What follows belongs to an exercise in optimizing a design on an open flow for small area; a production flow would make more cautious choices. Where RTL was checked, it was by simulation tests only, not by an equivalence proof against the original. The flow treats the clock pin as an ideal source, which a real chip does not have. Power is estimated from default activity; no workload was simulated.

==> v39: inputs <==
Design top_mac_st, start of the top module:
module top_mac_st (clk, rst, accu_rst, a, w, config_aw, z);
clock: 10.0 ns
lec_check: 0
cap_margin: 20
core_margin: 2
core_utilization: 40
slew_margin: 20
synth_hierarchical: 1
standard.sh (not shown) runs the stock make flow with config.mk's settings and CLKGATE_MAP_FILE= SYNTH_SCRIPT=/design/flow/synth_recipe.tcl, a recipe that flattens the netlist after the stock synthesis.
==> flow/flow/run.sh <==
#!/bin/bash
# Own layout flow: the standard ORFS flow (standard.sh, unchanged synthesis) with
# layout-only changes:
#  - buffers that synthesis inserted are removed at floorplan (REMOVE_ABC_BUFFERS);
#  - port buffers are the smallest buffer (buf_1) instead of clkdlybuf4s50_1;
#  - the clock tree is built by flow/pre_cts.tcl: a root buffer and three clkbuf_8 leaves;
#  - after global routing, cells off the critical paths are downsized (RECOVER_POWER).
set -euo pipefail
export REMOVE_ABC_BUFFERS=1
export BUFFER_PORTS_ARGS="-buffer_cell sky130_fd_sc_hd__buf_1"
export PRE_CTS_TCL="$PWD/flow/pre_cts.tcl"
export CTS_ARGS="-clk_nets clk -buf_list sky130_fd_sc_hd__clkbuf_8 -root_buf sky130_fd_sc_hd__clkbuf_8 -dont_use_dummy_load"
export RECOVER_POWER=100
bash standard.sh > standard.log 2>&1
Other scripts of this flow, unchanged in this note and not shown: flow/flow/pre_cts.tcl
==> v4 (differences from v39) <==
--- a/flow/design.v
+++ b/flow/design.v
@@ -79,17 +79,17 @@
 	input    [7:0]           w;         
 	input    [1:0]           config_aw;
 	output   [15+HEADROOM:0] z;
 	reg      [7:0]           a1, w1, a2, w2;
 	reg                      rst1;      
 	reg                      clr1;      
-	reg      [0:0]           cfg;       
+	reg      [1:0]           cfg;       
 	reg      [19:0]          accn;      
 	wire     [19:0]          accd;      
 	wire c0 = cfg[0];
-	wire c1 = config_aw[1];    
+	wire c1 = cfg[1];
 	wire m8, s8, s4, m2, nm2, clr1n;
 	mac_inv  u_m8 (.a(c0), .y(m8));                
 	assign s8 = m8;
 	mac_nor2 u_s4 (.a(m8), .b(c1), .y(s4));        
 	mac_and2 u_m2 (.a(c0), .b(c1), .y(m2));        
 	assign s2 = m2;
@@ -307,29 +307,22 @@
 	wire fs209;
 	wire fc210;
 	wire fs211;
 	wire fc212;
 	wire fs213;
 	wire fc214;
-	wire hs215;
-	wire hc216;
-	wire hc217;
-	wire hs218;
-	wire hs219;
-	wire hc220;
-	wire hc221;
-	wire hs222;
-	wire hs223;
-	wire hc224;
-	wire hc225;
-	wire hs226;
-	wire ei227;
-	wire fs228;
-	wire fc229;
-	wire xs230;
-	wire xs231;
+	wire fs215;
+	wire fc216;
+	wire fs217;
+	wire fc218;
+	wire fs219;
+	wire fc220;
+	wire fs221;
+	wire fc222;
+	wire xs223;
+	wire xs224;
 	mac_nand3 u_pp_0_0_1 (.a(a2[0]), .b(w2[0]), .c(m8), .y(pp_0_0_1));
 	mac_nand3 u_pp_0_1_2 (.a(a2[0]), .b(w2[1]), .c(m8), .y(pp_0_1_2));
 	mac_nand3 u_pp_0_2_3 (.a(a2[0]), .b(w2[2]), .c(m8), .y(pp_0_2_3));
 	mac_nand3 u_pp_0_3_4 (.a(a2[0]), .b(w2[3]), .c(m8), .y(pp_0_3_4));
 	mac_nand3 u_pp_0_4_5 (.a(a2[0]), .b(w2[4]), .c(nm2), .y(pp_0_4_5));
 	mac_nand3 u_pp_0_5_6 (.a(a2[0]), .b(w2[5]), .c(nm2), .y(pp_0_5_6));
@@ -475,25 +468,18 @@
 	mac_fa u_fs203 (.x(fc194), .y(fs201), .z(fc196), .s(fs203), .c(fc204));
 	mac_fa u_fs205 (.x(accn[13]), .y(pp_6_7_62), .z(pp_7_6_71), .s(fs205), .c(fc206));
 	mac_fa u_fs207 (.x(fc198), .y(fs205), .z(fc200), .s(fs207), .c(fc208));
 	mac_fa u_fs209 (.x(fs207), .y(fc202), .z(fc204), .s(fs209), .c(fc210));
 	mac_fa u_fs211 (.x(accn[14]), .y(pp_7_7_72), .z(fc206), .s(fs211), .c(fc212));
 	mac_fa u_fs213 (.x(fs211), .y(fc208), .z(fc210), .s(fs213), .c(fc214));
-	mac_ha u_hs215 (.x(accn[15]), .y(fc212), .s(hs215), .c(hc216));
-	mac_or2 u_hc217 (.a(hs215), .b(fc214), .y(hc217));
-	mac_xor2 u_hs218 (.a(hs215), .b(fc214), .y(hs218));
-	mac_ha u_hs219 (.x(accn[16]), .y(hc216), .s(hs219), .c(hc220));
-	mac_or2 u_hc221 (.a(hs219), .b(hc217), .y(hc221));
-	mac_xor2 u_hs222 (.a(hs219), .b(hc217), .y(hs222));
-	mac_ha u_hs223 (.x(accn[17]), .y(hc220), .s(hs223), .c(hc224));
-	mac_or2 u_hc225 (.a(hs223), .b(hc221), .y(hc225));
-	mac_xor2 u_hs226 (.a(hs223), .b(hc221), .y(hs226));
-	mac_inv u_ei227 (.a(accn[18]), .y(ei227));
-	mac_fa u_fs228 (.x(ei227), .y(hc224), .z(hc225), .s(fs228), .c(fc229));
-	mac_xor2 u_xs230 (.a(accn[19]), .b(accn[18]), .y(xs230));
-	mac_xor2 u_xs231 (.a(xs230), .b(fc229), .y(xs231));
+	mac_fa u_fs215 (.x(accn[15]), .y(fc212), .z(fc214), .s(fs215), .c(fc216));
+	mac_fa u_fs217 (.x(accn[16]), .y(fc216), .z(fs215), .s(fs217), .c(fc218));
+	mac_fa u_fs219 (.x(accn[17]), .y(fc218), .z(fs217), .s(fs219), .c(fc220));
+	mac_fa u_fs221 (.x(accn[18]), .y(fc220), .z(fs219), .s(fs221), .c(fc222));
+	mac_xor2 u_xs223 (.a(accn[19]), .b(fc222), .y(xs223));
+	mac_xor2 u_xs224 (.a(xs223), .b(fs221), .y(xs224));
 	mac_nand2 u_accd_0 (.a(hs74), .b(clr1n), .y(accd[0]));
 	mac_nand2 u_accd_1 (.a(hs78), .b(clr1n), .y(accd[1]));
 	mac_nand2 u_accd_2 (.a(hs84), .b(clr1n), .y(accd[2]));
 	mac_nand2 u_accd_3 (.a(hs92), .b(clr1n), .y(accd[3]));
 	mac_nand2 u_accd_4 (.a(hs102), .b(clr1n), .y(accd[4]));
 	mac_nand2 u_accd_5 (.a(hs114), .b(clr1n), .y(accd[5]));
@@ -503,17 +489,17 @@
 	mac_or2 u_accd_9 (.a(fs173), .b(clr1), .y(accd[9]));
 	mac_or2 u_accd_10 (.a(fs185), .b(clr1), .y(accd[10]));
 	mac_or2 u_accd_11 (.a(fs195), .b(clr1), .y(accd[11]));
 	mac_or2 u_accd_12 (.a(fs203), .b(clr1), .y(accd[12]));
 	mac_or2 u_accd_13 (.a(fs209), .b(clr1), .y(accd[13]));
 	mac_or2 u_accd_14 (.a(fs213), .b(clr1), .y(accd[14]));
-	mac_nand2 u_accd_15 (.a(hs218), .b(clr1n), .y(accd[15]));
-	mac_nand2 u_accd_16 (.a(hs222), .b(clr1n), .y(accd[16]));
-	mac_nand2 u_accd_17 (.a(hs226), .b(clr1n), .y(accd[17]));
-	mac_or2 u_accd_18 (.a(fs228), .b(clr1), .y(accd[18]));
-	mac_nand2 u_accd_19 (.a(xs231), .b(clr1n), .y(accd[19]));
+	mac_nand2 u_accd_15 (.a(fs215), .b(clr1n), .y(accd[15]));
+	mac_nand2 u_accd_16 (.a(fs217), .b(clr1n), .y(accd[16]));
+	mac_nand2 u_accd_17 (.a(fs219), .b(clr1n), .y(accd[17]));
+	mac_nand2 u_accd_18 (.a(fs221), .b(clr1n), .y(accd[18]));
+	mac_nand2 u_accd_19 (.a(xs224), .b(clr1n), .y(accd[19]));
 	mac_a222oi u_z_0 (.a(accn[0]), .b(s8), .c(accn[4]), .d(s4), .e(accn[6]), .f(s2), .y(z[0]));
 	mac_a222oi u_z_1 (.a(accn[1]), .b(s8), .c(accn[5]), .d(s4), .e(accn[7]), .f(s2), .y(z[1]));
 	mac_a222oi u_z_2 (.a(accn[2]), .b(s8), .c(accn[6]), .d(s4), .e(accn[8]), .f(s2), .y(z[2]));
 	mac_a222oi u_z_3 (.a(accn[3]), .b(s8), .c(accn[7]), .d(s4), .e(accn[9]), .f(s2), .y(z[3]));
 	mac_a222oi u_z_4 (.a(accn[4]), .b(s8), .c(accn[8]), .d(s4), .e(accn[10]), .f(s2), .y(z[4]));
 	mac_a222oi u_z_5 (.a(accn[5]), .b(s8), .c(accn[9]), .d(s4), .e(accn[11]), .f(s2), .y(z[5]));
@@ -533,12 +519,12 @@
 	mac_inv u_z_19 (.a(accn[19]), .y(z[19]));
 	always_ff @(posedge clk) begin
 		a1   <= a;
 		w1   <= w;
 		rst1 <= rst;
 		clr1 <= rst | accu_rst | rst1;
-		cfg  <= config_aw[0];
+		cfg  <= config_aw;
 		a2   <= a1;
 		w2   <= w1;
 		accn <= accd;
 	end
 endmodule  
- CORE_UTILIZATION: 40 -> 60
==> qor summary <==
                                                                      v4            v39
Number of register bits inferred by synthesis                         56             55
Max-Slew Margin vs Limit                                          0.4538         0.4094
Actual slew at the worst max-slew pin                          0.8163 ns      0.8827 ns
Total via count in the routed design                                2199           2190
Multi-input gate area in the final layout                     2110 sq um     2135 sq um
DP Worst Slack                                                 0.4462 ns     0.02061 ns
Synth Area in XOR/XNOR                                           0.04824        0.05613
WL met1                                                         2.776 mm       2.947 mm
Die outline height                                         77.81 microns  94.51 microns
Area growth, synth to finish                                      9.839%         10.69%
Footprint of the flip-flops and latches                       1121 sq um     1101 sq um
Critical path data required time                                10.28 ns       10.31 ns
Switching share of power                                          0.4030         0.4049
Number of placement rows                                              26             33
Result of the run                       no timing/DRC/antenna violations  no timing/DRC/antenna violations
Flip-flop and latch share of the layout cell area                 0.3123         0.3036
Met3 wire length                                             403 microns    253 microns
Share of total power in sequential cells                           0.324          0.334
Hold Crit Start                                                    w1[4]          w1[2]
Maximum clock frequency                                        105.1 MHz      104.8 MHz
Post-route clock skew                                         0.02339 ns     0.02302 ns
RR Endpoint                                                     accn[19]       accn[18]
Number of inverters outside the clock class in the layout             10             11
Die outline area                                              6054 sq um     8932 sq um
Max rail drop VDD                                            0.0001503 V    0.0001400 V
Only the layout flow was run in v39; the RTL was not checked for function there.

separate check: timing with driven ports:
In the flow no input, the clock included, has a driving cell. The finished layouts below were timed again as built, in two steps. Step 1, drivers: a clkbuf_16 drives clk and a buf_2 each remaining input, both assumed. Step 2 times the ports against the registers' clock, not the clock port: input delays grow and output delays shrink by t, the midpoint of the rising clock arrivals with the driver on. a / b / c = ideal / step 1 / step 2; a / b = the first two.
| run | shift t [ns] | setup WS [ns] | worst register clock-pin slew, ns | worst data-port slew with drivers (ns) |
|---|---|---|---|---|
| v39 | 0.430 | 0.460 / 0.465 / 0.035 | 0.12 / 0.12 | 0.03 |
| v4 | 0.406 | 0.481 / 0.481 / 0.481 | 0.12 / 0.12 | 0.03 |
After both steps setup and hold are still met in every run listed. The setup slack of v39, which loses most, moves by +0.005 ns with the drivers and by -0.425 ns with both steps.
